This design comes from an exercise in tuning for small area and a short achievable clock period on the open sky130 flow, not from production work.
Where RTL was checked, it was by simulation tests only, not by an equivalence proof against the original.

==> v17: inputs <==
==> flow/design.v (excerpt) <==
module filter(
    clock,
    reset,
    Data_In,
    Data_Out
    );
clock: 12.5 ns
lec_check: 0
abc_clock_period_in_ps: 3000
cap_margin: 20
core_margin: 2
core_utilization: 40
cts_buf_list: sky130_fd_sc_hd__clkbuf_8
cts_cluster_diameter: 60
cts_cluster_size: 14
slew_margin: 20
synth_hierarchical: 1
standard.sh (not shown) runs the stock make flow with config.mk's settings and CLKGATE_MAP_FILE= SYNTH_SCRIPT=/design/flow/synth_recipe.tcl, a recipe that flattens the netlist after the stock synthesis.
==> flow/flow/run.sh <==
#!/bin/bash
# The standard layout (standard.sh) with four changes:
#  - synthesis runs flow/synth.tcl: synth_recipe.tcl, except that adder cells
#    are not extracted inside the output adder's small modules;
#  - the port buffers are sky130_fd_sc_hd__buf_2 cells;
#  - timing repair aims for more setup slack than config.mk may ask for;
#  - clock tree synthesis uses clkbuf_16 clusters of up to 30 sinks and
#    inserts no dummy loads.
# Logs: standard.log here; ORFS's own logs under orfs/logs.
set -euo pipefail
export SETUP_SLACK_MARGIN=5.5
export CTS_ARGS="-sink_clustering_enable -repair_clock_nets -dont_use_dummy_load -sink_clustering_size 30 -sink_clustering_max_diameter 80 -buf_list sky130_fd_sc_hd__clkbuf_16"
export BUFFER_PORTS_ARGS="-buffer_cell sky130_fd_sc_hd__buf_2"
sed "s#SYNTH_SCRIPT=[^ ]*#SYNTH_SCRIPT=$PWD/flow/synth.tcl#" standard.sh > own_standard.sh
grep -q "SYNTH_SCRIPT=$PWD/flow/synth.tcl" own_standard.sh
bash own_standard.sh > standard.log 2>&1
==> flow/flow/synth.tcl <==
# synth_recipe.tcl (the standard synthesis), except that full and half adder
# cells are extracted only in filter, fir_fa and fir_ha: the one-cell modules,
# of the output adder and its fir_pg* modules are left to ABC as they are.
proc synth {args} { yosys synth -nofsm -noshare {*}$args }
proc extract_fa {args} { yosys extract_fa {*}$args filter fir_fa fir_ha }
source $::env(SCRIPTS_DIR)/synth.tcl
# left out here: clear keep_hierarchy, flatten, clean up, hide names made inside functions, write 1_2_yosys.v
==> inputs of v28, as changes to v17 <==
--- a/flow/design.v
+++ b/flow/design.v
@@ -786,78 +786,83 @@
     fir_pg u_pg4 (.s1(S[4]), .s0(S[3]), .d2(Data_In[4]), .d1(Data_In[3]), .d0(Data_In[2]), .p(op[4]), .g(og[4]));
     fir_pg u_pg5 (.s1(S[5]), .s0(S[4]), .d2(Data_In[5]), .d1(Data_In[4]), .d0(Data_In[3]), .p(op[5]), .g(og[5]));
     fir_pg u_pg6 (.s1(S[6]), .s0(S[5]), .d2(Data_In[6]), .d1(Data_In[5]), .d0(Data_In[4]), .p(op[6]), .g(og[6]));
     fir_pg u_pg7 (.s1(S[7]), .s0(S[6]), .d2(Data_In[7]), .d1(Data_In[6]), .d0(Data_In[5]), .p(op[7]), .g(og[7]));
     fir_pg8 u_pg8 (.s1(S[8]), .s0(S[7]), .d1(Data_In[7]), .d0(Data_In[6]), .p(op[8]), .g(og[8]));
     fir_pg9 u_pg9 (.s1(S[9]), .s0(S[8]), .d0(Data_In[7]), .p(op[9]), .g(og[9]));
     wire G0_2;
-    fir_ao21 u_G0_2 (.a(og[2]), .b(op[2]), .c(og[1]), .y(G0_2));
+    fir_aoi21 u_G0_2 (.a(og[2]), .b(op[2]), .c(og[1]), .y(G0_2));
     wire G0_4;
-    fir_ao21 u_G0_4 (.a(og[4]), .b(op[4]), .c(og[3]), .y(G0_4));
+    fir_aoi21 u_G0_4 (.a(og[4]), .b(op[4]), .c(og[3]), .y(G0_4));
     wire P0_4;
-    fir_and2 u_P0_4 (.a(op[4]), .b(op[3]), .y(P0_4));
+    fir_nand2 u_P0_4 (.a(op[4]), .b(op[3]), .y(P0_4));
     wire G0_6;
-    fir_ao21 u_G0_6 (.a(og[6]), .b(op[6]), .c(og[5]), .y(G0_6));
+    fir_aoi21 u_G0_6 (.a(og[6]), .b(op[6]), .c(og[5]), .y(G0_6));
     wire P0_6;
-    fir_and2 u_P0_6 (.a(op[6]), .b(op[5]), .y(P0_6));
+    fir_nand2 u_P0_6 (.a(op[6]), .b(op[5]), .y(P0_6));
     wire G0_8;
-    fir_ao21 u_G0_8 (.a(og[8]), .b(op[8]), .c(og[7]), .y(G0_8));
+    fir_aoi21 u_G0_8 (.a(og[8]), .b(op[8]), .c(og[7]), .y(G0_8));
     wire P0_8;
-    fir_and2 u_P0_8 (.a(op[8]), .b(op[7]), .y(P0_8));
+    fir_nand2 u_P0_8 (.a(op[8]), .b(op[7]), .y(P0_8));
+    wire n_og3;
+    fir_inv u_n_og3 (.a(og[3]), .y(n_og3));
+    wire n_op3;
+    fir_inv u_n_op3 (.a(op[3]), .y(n_op3));
     wire G1_3;
-    fir_ao21 u_G1_3 (.a(og[3]), .b(op[3]), .c(G0_2), .y(G1_3));
+    fir_oai21 u_G1_3 (.a(n_og3), .b(n_op3), .c(G0_2), .y(G1_3));
     wire G1_4;
-    fir_ao21 u_G1_4 (.a(G0_4), .b(P0_4), .c(G0_2), .y(G1_4));
+    fir_oai21 u_G1_4 (.a(G0_4), .b(P0_4), .c(G0_2), .y(G1_4));
+    wire n_og7;
+    fir_inv u_n_og7 (.a(og[7]), .y(n_og7));
+    wire n_op7;
+    fir_inv u_n_op7 (.a(op[7]), .y(n_op7));
     wire G1_7;
-    fir_ao21 u_G1_7 (.a(og[7]), .b(op[7]), .c(G0_6), .y(G1_7));
+    fir_oai21 u_G1_7 (.a(n_og7), .b(n_op7), .c(G0_6), .y(G1_7));
     wire P1_7;
-    fir_and2 u_P1_7 (.a(op[7]), .b(P0_6), .y(P1_7));
+    fir_nor2 u_P1_7 (.a(n_op7), .b(P0_6), .y(P1_7));
     wire G1_8;
-    fir_ao21 u_G1_8 (.a(G0_8), .b(P0_8), .c(G0_6), .y(G1_8));
+    fir_oai21 u_G1_8 (.a(G0_8), .b(P0_8), .c(G0_6), .y(G1_8));
     wire P1_8;
-    fir_and2 u_P1_8 (.a(P0_8), .b(P0_6), .y(P1_8));
+    fir_nor2 u_P1_8 (.a(P0_8), .b(P0_6), .y(P1_8));
     wire G2_5;
-    fir_ao21 u_G2_5 (.a(og[5]), .b(op[5]), .c(G1_4), .y(G2_5));
+    fir_aoi21 u_G2_5 (.a(og[5]), .b(op[5]), .c(G1_4), .y(G2_5));
+    wire n_G0_6;
+    fir_inv u_n_G0_6 (.a(G0_6), .y(n_G0_6));
+    wire n_P0_6;
+    fir_inv u_n_P0_6 (.a(P0_6), .y(n_P0_6));
     wire G2_6;
-    fir_ao21 u_G2_6 (.a(G0_6), .b(P0_6), .c(G1_4), .y(G2_6));
+    fir_aoi21 u_G2_6 (.a(n_G0_6), .b(n_P0_6), .c(G1_4), .y(G2_6));
     wire G2_7;
-    fir_ao21 u_G2_7 (.a(G1_7), .b(P1_7), .c(G1_4), .y(G2_7));
+    fir_aoi21 u_G2_7 (.a(G1_7), .b(P1_7), .c(G1_4), .y(G2_7));
     wire G2_8;
-    fir_ao21 u_G2_8 (.a(G1_8), .b(P1_8), .c(G1_4), .y(G2_8));
+    fir_aoi21 u_G2_8 (.a(G1_8), .b(P1_8), .c(G1_4), .y(G2_8));
+    wire n_og9;
+    fir_inv u_n_og9 (.a(og[9]), .y(n_og9));
+    wire n_op9;
+    fir_inv u_n_op9 (.a(op[9]), .y(n_op9));
     wire G3_9;
-    fir_ao21 u_G3_9 (.a(og[9]), .b(op[9]), .c(G2_8), .y(G3_9));
-    wire [10:1] cy;   
-    assign cy[1] = 1'b0;
-    assign cy[2] = og[1];
-    assign cy[3] = G0_2;
-    assign cy[4] = G1_3;
-    assign cy[5] = G1_4;
-    assign cy[6] = G2_5;
-    assign cy[7] = G2_6;
-    assign cy[8] = G2_7;
-    assign cy[9] = G2_8;
-    assign cy[10] = G3_9;
+    fir_oai21 u_G3_9 (.a(n_og9), .b(n_op9), .c(G2_8), .y(G3_9));
     assign Data_Out[0] = oa[0];
     assign Data_Out[1] = op[1];
-    fir_xor2 u_y2 (.a(op[2]), .b(cy[2]), .y(Data_Out[2]));
-    fir_xor2 u_y3 (.a(op[3]), .b(cy[3]), .y(Data_Out[3]));
-    fir_xor2 u_y4 (.a(op[4]), .b(cy[4]), .y(Data_Out[4]));
-    fir_xor2 u_y5 (.a(op[5]), .b(cy[5]), .y(Data_Out[5]));
-    fir_xor2 u_y6 (.a(op[6]), .b(cy[6]), .y(Data_Out[6]));
-    fir_xor2 u_y7 (.a(op[7]), .b(cy[7]), .y(Data_Out[7]));
-    fir_xor2 u_y8 (.a(op[8]), .b(cy[8]), .y(Data_Out[8]));
-    fir_xor2 u_y9 (.a(op[9]), .b(cy[9]), .y(Data_Out[9]));
+    fir_xor2 u_y2 (.a(op[2]), .b(og[1]), .y(Data_Out[2]));
+    fir_xnor2 u_y3 (.a(op[3]), .b(G0_2), .y(Data_Out[3]));
+    fir_xor2 u_y4 (.a(op[4]), .b(G1_3), .y(Data_Out[4]));
+    fir_xor2 u_y5 (.a(op[5]), .b(G1_4), .y(Data_Out[5]));
+    fir_xnor2 u_y6 (.a(op[6]), .b(G2_5), .y(Data_Out[6]));
+    fir_xnor2 u_y7 (.a(op[7]), .b(G2_6), .y(Data_Out[7]));
+    fir_xnor2 u_y8 (.a(op[8]), .b(G2_7), .y(Data_Out[8]));
+    fir_xnor2 u_y9 (.a(op[9]), .b(G2_8), .y(Data_Out[9]));
     wire [6:0] hi_inc = S[16:10] + 7'd1;
-    fir_mux2 u_y10 (.a(S[10]), .b(hi_inc[0]), .s(cy[10]), .y(Data_Out[10]));
-    fir_mux2 u_y11 (.a(S[11]), .b(hi_inc[1]), .s(cy[10]), .y(Data_Out[11]));
-    fir_mux2 u_y12 (.a(S[12]), .b(hi_inc[2]), .s(cy[10]), .y(Data_Out[12]));
-    fir_mux2 u_y13 (.a(S[13]), .b(hi_inc[3]), .s(cy[10]), .y(Data_Out[13]));
-    fir_mux2 u_y14 (.a(S[14]), .b(hi_inc[4]), .s(cy[10]), .y(Data_Out[14]));
-    fir_mux2 u_y15 (.a(S[15]), .b(hi_inc[5]), .s(cy[10]), .y(Data_Out[15]));
-    fir_mux2 u_y16 (.a(S[16]), .b(hi_inc[6]), .s(cy[10]), .y(Data_Out[16]));
+    fir_mux2 u_y10 (.a(S[10]), .b(hi_inc[0]), .s(G3_9), .y(Data_Out[10]));
+    fir_mux2 u_y11 (.a(S[11]), .b(hi_inc[1]), .s(G3_9), .y(Data_Out[11]));
+    fir_mux2 u_y12 (.a(S[12]), .b(hi_inc[2]), .s(G3_9), .y(Data_Out[12]));
+    fir_mux2 u_y13 (.a(S[13]), .b(hi_inc[3]), .s(G3_9), .y(Data_Out[13]));
+    fir_mux2 u_y14 (.a(S[14]), .b(hi_inc[4]), .s(G3_9), .y(Data_Out[14]));
+    fir_mux2 u_y15 (.a(S[15]), .b(hi_inc[5]), .s(G3_9), .y(Data_Out[15]));
+    fir_mux2 u_y16 (.a(S[16]), .b(hi_inc[6]), .s(G3_9), .y(Data_Out[16]));
 endmodule
 module fir_pg(input s1, input s0, input d2, input d1, input d0, output p, output g);
     wire a = s1 ^ d2 ^ d1;
     wire b = (s0 & d1) | (s0 & d0) | (d1 & d0);
     assign p = a ^ b;
     assign g = a & b;
 endmodule
@@ -877,23 +882,35 @@
     wire b = s0 & d0;
     assign p = s1 ^ b;
     assign g = s1 & b;
 endmodule
 module fir_xor2(input a, input b, output y);
     assign y = a ^ b;
 endmodule
-module fir_and2(input a, input b, output y);
-    assign y = a & b;
-endmodule
-module fir_ao21(input a, input b, input c, output y);
-    assign y = a | (b & c);
-endmodule
 module fir_mux2(input a, input b, input s, output y);
     assign y = s ? b : a;
 endmodule
+module fir_xnor2(input a, input b, output y);
+    assign y = ~(a ^ b);
+endmodule
+module fir_aoi21(input a, input b, input c, output y);
+    assign y = ~(a | (b & c));
+endmodule
+module fir_oai21(input a, input b, input c, output y);
+    assign y = ~(a & (b | c));
+endmodule
+module fir_nand2(input a, input b, output y);
+    assign y = ~(a & b);
+endmodule
+module fir_nor2(input a, input b, output y);
+    assign y = ~(a | b);
+endmodule
+module fir_inv(input a, output y);
+    assign y = ~a;
+endmodule
 module fir_fa1(input a, input b, output s, output co);
     assign s = ~(a ^ b);
     assign co = a | b;
 endmodule
 module fir_fa(input a, input b, input c, output s, output co);
     assign s = a ^ b ^ c;
     assign co = (a & b) | (a & c) | (b & c);
==> flow/config.mk (replaced) <==
export PLATFORM = sky130hd
export DESIGN_NAME = filter
export DESIGN_NICKNAME = filter
export VERILOG_FILES = /design/flow/design.v
export SDC_FILE = /design/flow/constraint.sdc
export NUM_CORES = 4
export LEC_CHECK = 0
export ABC_CLOCK_PERIOD_IN_PS = 3000
export CAP_MARGIN = 20
export CORE_MARGIN = 2
export CORE_UTILIZATION = 75
export PLACE_DENSITY = 0.85
export SLEW_MARGIN = 20
export SYNTH_HIERARCHICAL = 1
==> inputs of v36, as changes to v17 <==
==> flow/config.mk (replaced) <==
export PLATFORM = sky130hd
export DESIGN_NAME = filter
export DESIGN_NICKNAME = filter
export VERILOG_FILES = /design/flow/design.v
export SDC_FILE = /design/flow/constraint.sdc
export NUM_CORES = 4
export LEC_CHECK = 0
export ABC_CLOCK_PERIOD_IN_PS = 3000
export CAP_MARGIN = 20
export CORE_MARGIN = 2
export CORE_UTILIZATION = 85
export PLACE_DENSITY = 0.93
export SLEW_MARGIN = 20
export SYNTH_HIERARCHICAL = 1
==> results.cfg <==
[final_layout]
top_register = S
layout.cells.non_filler = 1114
n_antenna_cell = 0

[global_route]
grt.overflow.total = 0
grt_max_degree = 73

[logic_synthesis]
synth_mux_area_share_pct = 1.482
yosys.area_share.simple_pct = 10.73

[pwr]
powerDensity_nw_per_um2 = 129.1

[worst_setup_path]
cp.required_ns = 10.00
crit_family = compound AO/OA/AOI/OAI gates
startpoint = Data_In[2]

[timing]
setup_viol = 0
final_hold_viol_count = 0
fin_setup_tns_ns = 0

[run_status]
status = no timing/DRC/antenna violations

[route]
drc_errors = 0

[min_path]
hold_path_end = x5[5]

[place]
gp_congestion = 0.8941
[end of results for v28]
==> results.cfg <==
[logic_synthesis]
synth_mux_area_share_pct = 1.484
yosys.area_share.simple_pct = 10.85

[clock_tree]
root_buffer = clkbuf_16
cts.sinks = 262

[place]
io_buffers = 26
dp_slack_ns = 5.244
gp_congestion = 0.9284

[timing]
worst_path_end_type = register input

[global_route]
grt_max_degree = 85
busiest_layer = met2

[floorplan]
die_x_um = 123.5
fp.dieH_um = 123.5

[run_status]
status = aborted with a tool error
firstError = [ERROR GRT-0232] Routing congestion too high. Check the congestion heatmap in the GUI.
stop_stage = 5_1_grt
[end of results for v36]
==> results.cfg <==
[timing]
final_hold_viol_count = 0
fin_setup_tns_ns = 0
setup_viol = 0

[route]
drc_errors = 0

[min_path]
hold_path_end = x22[3]

[worst_setup_path]
crit_family = compound AO/OA/AOI/OAI gates
cp.required_ns = 10.00
startpoint = Data_In[5]

[place]
gp_congestion = 0.8215

[run_status]
status = no timing/DRC/antenna violations
[end of results for v17]
Function not checked in v28: the RTL went through the layout flow alone.

## static timing again, ports no longer ideal
Ports are ideal in the flow. The routed layouts listed here were re-timed in OpenROAD. Step 1: set_driving_cell puts a clkbuf_16 on clock and a buf_2 on each other input, an assumption about the parent block. Step 2, shift: input delay + t, output delay - t, t = (earliest + latest rising clock arrival at the registers) / 2. This alone moves slack from input paths to output paths. a / b / c = no drivers / after step 1 / after step 2; a / b = the first two.
run	t (ns)	slack for setup (ns)	worst register clock-pin slew, ns	worst data-port slew with drivers (ns)	cell pins on the clock port's net
v17	0.515	5.592 / 5.571 / 5.571	0.11 / 0.11	0.04	1
v28	0.506	5.599 / 5.570 / 5.570	0.11 / 0.11	0.04	1
After both steps setup and hold are still met in every run listed. The setup slack of v28, which loses most, moves by -0.029 ns with the drivers and by -0.029 ns with both steps.
